From an optimization exercise on the open Yosys and OpenROAD flow, aimed at a short achievable clock period and few clock cycles per item; shortcuts taken in it are not production practice.
RTL that was checked went through simulation tests only; none was proved equivalent to the original.

## yarrow
## CPU
module CPU (clk, reset, in, out, N, V, Z, w, mem_cmd, mem_addr, reg_out);
	input clk, reset;
	input [15:0] in;
	output logic [15:0] out;
	output logic N, V, Z, w;
	output logic [1:0] mem_cmd;
	output logic [8:0] mem_addr;
	output logic [127:0] reg_out;
	logic [15:0] R [0:7];
	logic halted;
	logic [8:0] MAS, MAT, MAO;
	logic       SEL_S, SEL_T;
	wire  [8:0] MA = SEL_S ? MAS : SEL_T ? MAT : MAO;
	logic       MST;        
	logic       FT;         
	logic       W;
	logic [8:0] fa;         
	logic [8:0] ia;         
	logic       inv;        
	logic        SBV;
	logic [8:0]  SBA;
	logic [15:0] SBD;       
	logic [15:0] IR;
	logic        IRv;
	logic [15:0] A;         
	logic [15:0] B;         
	logic [15:0] SD;        
	logic [8:0]  TGT;       
	logic [7:0]  PP;        
	logic        TK;        
	logic [8:0]  RT;        
	logic E_LDR, E_STR, E_REDIR, E_CMP, E_HALT, E_WE, E_WSLOW;
	logic [2:0] E_WA;
	logic [8:0] E_FV;       
	logic       ldwb;       
	logic       BV;
	logic [8:0] BPC, BTGT;
	logic       PF;
	logic       LDF;        
	logic       STL;        
	logic [2:0] ld_rd;
	assign mem_addr = MA;
	assign mem_cmd  = MST ? 2'b10 : 2'b01;
	assign out      = SBD;
	assign w        = W;
	genvar gi;
	generate
		for (gi = 0; gi < 8; gi = gi + 1) begin : g_ro
			assign reg_out[gi*16 +: 16] = R[gi];
		end
	endgenerate
	function automatic [15:0] shf(input [15:0] x, input [1:0] s);
		case (s)
			2'b00: shf = x;
			2'b01: shf = {x[14:0], 1'b0};
			2'b10: shf = {1'b0, x[15:1]};
			default: shf = {x[15], x[15:1]};
		endcase
	endfunction
	function automatic [8:0] inc9(input [8:0] x);
		logic c;
		c = 1'b1;
		for (int i = 0; i < 9; i = i + 1) begin
			inc9[i] = x[i] ^ c;
			c = c & x[i];
		end
	endfunction
  ...
Size in the first run: about 2900 cells after synthesis, about 350 flip-flops, about 180 I/O pins, ~0.028 mm2 of cells after synthesis.
Settings: LEC_CHECK=0, ABC_CLOCK_PERIOD_IN_PS=2000, CAP_MARGIN=20, CORE_MARGIN=2, CORE_UTILIZATION=40, SETUP_SLACK_MARGIN=3.8, SLEW_MARGIN=20, TNS_END_PERCENT=100; clock period 7.0 ns.
run.sh (not shown) runs the stock make flow with config.mk's settings and CLKGATE_MAP_FILE= SYNTH_SCRIPT=/design/flow/synth_recipe.tcl, a recipe that flattens the netlist after the stock synthesis.
yarrow did not stop at any stage, and its layout met the timing, DRC and antenna checks.
Setup changes, yarrow to amber
--- a/flow/design.v
+++ b/flow/design.v
@@ -111,56 +111,58 @@
 	wire [8:0] sba_n   = E_STR ? e_saddr : SBA;
 	wire [15:0] ldd = LDF ? SBD : in;
 	wire halted_n = halted | E_HALT;
 	wire squash   = MST | E_REDIR;
 	wire hold     = ldwb | STL;
 	wire [2:0] d_rn = in[10:8];
 	wire [2:0] d_rd = in[7:5];
 	wire [2:0] d_rm = in[2:0];
 	wire [1:0] d_sh = in[4:3];
 	function automatic [15:0] rd_fwd(input [2:0] a);
 		rd_fwd = (E_WE && E_WA == a) ? e_wd : R[a];
 	endfunction
+	function automatic [8:0] rd_fast(input [2:0] a);
+		rd_fast = (E_WE && E_WA == a) ? E_FV : R[a][8:0];
+	endfunction
 	wire [2:0] d_opc = in[15:13];
 	wire [1:0] d_op  = in[12:11];
 	wire d_ldr  = (d_opc == 3'b011);
 	wire d_str  = (d_opc == 3'b100);
 	wire d_bx   = (d_opc == 3'b010) & ~d_op[0];
 	wire d_bl   = (d_opc == 3'b010) & d_op[0];
 	wire d_halt = (d_opc == 3'b111);
 	wire d_movi = (d_opc == 3'b110) & (d_op == 2'b10);
 	wire d_movr = (d_opc == 3'b110) & (d_op != 2'b10);
 	wire d_alu  = (d_opc == 3'b101);
 	wire d_cmp  = d_alu & (d_op == 2'b01);
 	wire d_tk   = ((d_opc == 3'b001) & cond_true(d_rn, f_lt, f_z)) | d_bl;
 	wire [15:0] d_a  = rd_fwd(d_rn);
 	wire [15:0] d_b  = shf(rd_fwd(d_rm), d_sh);
 	wire [15:0] d_sd = shf(rd_fwd(d_rd), d_sh);
-	logic [8:0] R9 [0:7];
-	logic [8:0] d_sk [0:7];
+	logic [8:0] d_sk [0:8];
 	generate
-		for (gi = 0; gi < 8; gi = gi + 1) begin : g_sk
-			assign R9[gi] = (E_WE && E_WA == gi) ? E_FV : R[gi][8:0];
-			add_im5 u_sk (.r(R9[gi]), .im(in[4:0]), .s(d_sk[gi]));
+		for (gi = 0; gi < 9; gi = gi + 1) begin : g_sk
+			wire [8:0] base = (gi == 8) ? E_FV : R[gi % 8][8:0];
+			add_im5 u_sk (.r(base), .im(in[4:0]), .s(d_sk[gi]));
 		end
 	endgenerate
-	logic [8:0] d_saddr, d_bxt;
+	wire [8:0] d_sf = d_sk[8];
+	wire d_fwn = E_WE & (E_WA == d_rn);
+	logic [8:0] d_saddr;
 	always_comb begin
-		d_saddr = 9'd0;
-		d_bxt = 9'd0;
-		for (int k = 0; k < 8; k = k + 1) begin
-			d_saddr = d_saddr | ({9{d_rn == k}} & d_sk[k]);
-			d_bxt = d_bxt | ({9{d_rd == k}} & R9[k]);
-		end
+		d_saddr = {9{d_fwn}} & d_sf;
+		for (int k = 0; k < 8; k = k + 1)
+			d_saddr = d_saddr | ({9{~d_fwn & (d_rn == k)}} & d_sk[k]);
 	end
+	wire [8:0]  d_bxt   = rd_fast(d_rd);
 	wire [7:0]  d_pp  = ia[7:0] + 8'd1;
 	logic [8:0] d_tgt;
 	ks_add #(9) u_tgt (.a({1'b0, d_pp}), .b({in[7], in[7:0]}), .cin(1'b0), .s(d_tgt), .cout());
 	wire d_dep = E_WSLOW & ((d_ldr & (E_WA == d_rn)) | (d_bx & (E_WA == d_rd)));
 	wire [2:0] h_rn = IR[10:8];
 	wire [2:0] h_rd = IR[7:5];
 	wire [2:0] h_rm = IR[2:0];
 	wire p_a  = ldwb & (h_rn == ld_rd);
 	wire p_b  = ldwb & (h_rm == ld_rd);
 	wire p_sd = ldwb & (h_rd == ld_rd);
 	wire [15:0] h_a  = p_a  ? ldd : A;
 	wire [15:0] h_b  = p_b  ? shf(ldd, IR[4:3]) : B;
@@ -328,30 +330,25 @@
 			IR <= in;
 			A <= d_a; B <= d_b; SD <= d_sd;
 			TGT <= d_tgt; PP <= d_pp; TK <= d_tk;
 		end
 	end
 endmodule
 module ks_add #(parameter W = 16) (
 	input  [W-1:0] a, b,
 	input          cin,
 	output [W-1:0] s,
 	output         cout
 );
-	function automatic integer lg(input integer n);
-		lg = 0;
-		for (int i = 0; i < 16; i = i + 1)
-			if ((1 << i) < n) lg = i + 1;
-	endfunction
-	localparam L = lg(W) + 1;
+	localparam L = $clog2(W) + 1;
 	logic [W-1:0] g [0:L];
 	logic [W-1:0] p [0:L];
 	wire  [W-1:0] p0 = a ^ b;
 	genvar i, k;
 	generate
 		for (i = 0; i < W; i = i + 1) begin : g_init
 			if (i == 0) begin : g_c0
 				assign g[0][i] = (a[i] & b[i]) | (p0[i] & cin);
 			end else begin : g_cn
 				assign g[0][i] = a[i] & b[i];
 			end
 			assign p[0][i] = p0[i];
[summary]
amber: PASS, flow complete, no timing, DRC or antenna violations. yarrow: no failed stages, no open violations at the end. The run showing the greater peak fanout along the critical path is yarrow. Compared with yarrow, amber shows floorplan core area that has gone down by a few percent. [compare] base=yarrow new=amber: via-per-instance ratio increased 2.5%, non-clock buffer count increased 15%, total number of multi-input combinational cells essentially unchanged. Post-synthesis instance total down 43 in amber wrt yarrow. Relative to yarrow, critical path depth has decreased by 3 in amber. Number of maximum-capacitance constraint violations came out exactly the same in amber and yarrow. Run comparison: amber launch point of the critical path A[0]; yarrow launch point of the critical path E_WA[2].
Function was not checked in any run of this note: the RTL went through the layout flow alone.

Setup of before:
CPU, a different RTL version from the one above (not shown whole).
Size: roughly 2800 cells after synthesis, ~0.026 sq mm of cells after synthesis.
==> module ks_add, before the edit <==
module ks_add #(parameter W = 16) (
	input  [W-1:0] a, b,
	input          cin,
	output [W-1:0] s,
	output         cout
);
	localparam L = $clog2(W) + 1;
	logic [W-1:0] g [0:L];
	logic [W-1:0] p [0:L];
	wire  [W-1:0] p0 = a ^ b;
	genvar i, k;
	generate
		for (i = 0; i < W; i = i + 1) begin : g_init
			if (i == 0) begin : g_c0
				assign g[0][i] = (a[i] & b[i]) | (p0[i] & cin);
			end else begin : g_cn
				assign g[0][i] = a[i] & b[i];
			end
			assign p[0][i] = p0[i];
		end
		for (k = 0; k < L; k = k + 1) begin : g_lvl
			for (i = 0; i < W; i = i + 1) begin : g_bit
				if (i >= (1 << k)) begin : g_op
					assign g[k+1][i] = g[k][i] | (p[k][i] & g[k][i - (1 << k)]);
					assign p[k+1][i] = p[k][i] & p[k][i - (1 << k)];
				end else begin : g_pass
					assign g[k+1][i] = g[k][i];
					assign p[k+1][i] = p[k][i];
				end
			end
		end
	endgenerate
	assign s[0] = p0[0] ^ cin;
	generate
		for (i = 1; i < W; i = i + 1) begin : g_sum
			assign s[i] = p0[i] ^ g[L][i-1];
		end
	endgenerate
	assign cout = g[L][W-1];
endmodule
==> flow/config.mk <==
export PLATFORM = sky130hd
export DESIGN_NAME = CPU
export DESIGN_NICKNAME = CPU
export VERILOG_FILES = /design/flow/design.v
export SDC_FILE = /design/flow/constraint.sdc
export NUM_CORES = 4
export LEC_CHECK = 0
export ABC_CLOCK_PERIOD_IN_PS = 2000
export CAP_MARGIN = 20
export CORE_MARGIN = 2
export CORE_UTILIZATION = 40
export SETUP_SLACK_MARGIN = 3.8
export SLEW_MARGIN = 20
export TNS_END_PERCENT = 100
==> flow/constraint.sdc <==
create_clock -name core_clock -period 7.0 [get_ports {clk}]
set_input_delay 1.4000 -clock core_clock [delete_from_list [all_inputs] [get_ports {clk}]]
set_output_delay 1.4000 -clock core_clock [all_outputs]
set_load 0.01 [all_outputs]
before closes out successfully: all stages finished, all timing, DRC and antenna checks passed.
Inputs modified between before and after:
--- a/flow/design.v
+++ b/flow/design.v
@@ -296,7 +296,12 @@
 	output [W-1:0] s,
 	output         cout
 );
-	localparam L = $clog2(W) + 1;
+	function automatic integer lg(input integer n);
+		lg = 0;
+		for (int i = 0; i < 16; i = i + 1)
+			if ((1 << i) < n) lg = i + 1;
+	endfunction
+	localparam L = lg(W) + 1;
 	logic [W-1:0] g [0:L];
 	logic [W-1:0] p [0:L];
 	wire  [W-1:0] p0 = a ^ b;
Findings:
From after to before, number of cells in the finished layout apart from fillers did not move at all.
As far as number of I/O pins goes, after and before are indistinguishable; the numbers are identical.
Re count of clock-buffer cells in the layout: no difference whatsoever between after and before.
Taking before as the reference, in after post-CTS resize count stayed essentially flat; post-route standard cell area excluding fillers stayed essentially flat.
Testbench counts of after, summed over its fixed seeds: cycles 9,102, instrs 6,884.
Only the layout flow was run in before; the RTL was not checked for function there.

==> port drivers added, routing unchanged <==
The results above use ideal ports. As a check the final layouts listed here were re-extracted and re-timed, cells and wires unchanged. Step 1: set_driving_cell puts a clkbuf_16 on clk and a buf_2 on each other input, an assumption about the parent block. Step 2 moves the port delays by t, midway between the first and last clock arrival at a register: inputs arrive t later, outputs are due t later. That takes back most of the time a late clock gives input paths. a / b / c = ideal / step 1 / step 2; a / b = the first two.
| run | t, ns | setup WS [ns] | worst setup path at the end |
|---|---|---|---|
| yarrow | 0.663 | 3.052 / 3.052 / 2.500 | input to register |
| amber | 0.655 | 3.264 / 3.191 / 2.536 | input to register |
| before | 0.632 | 3.352 / 3.191 / 2.559 | input to register |
| after | 0.632 | 3.352 / 3.191 / 2.559 | input to register |
After both steps every run listed still meets setup and hold.
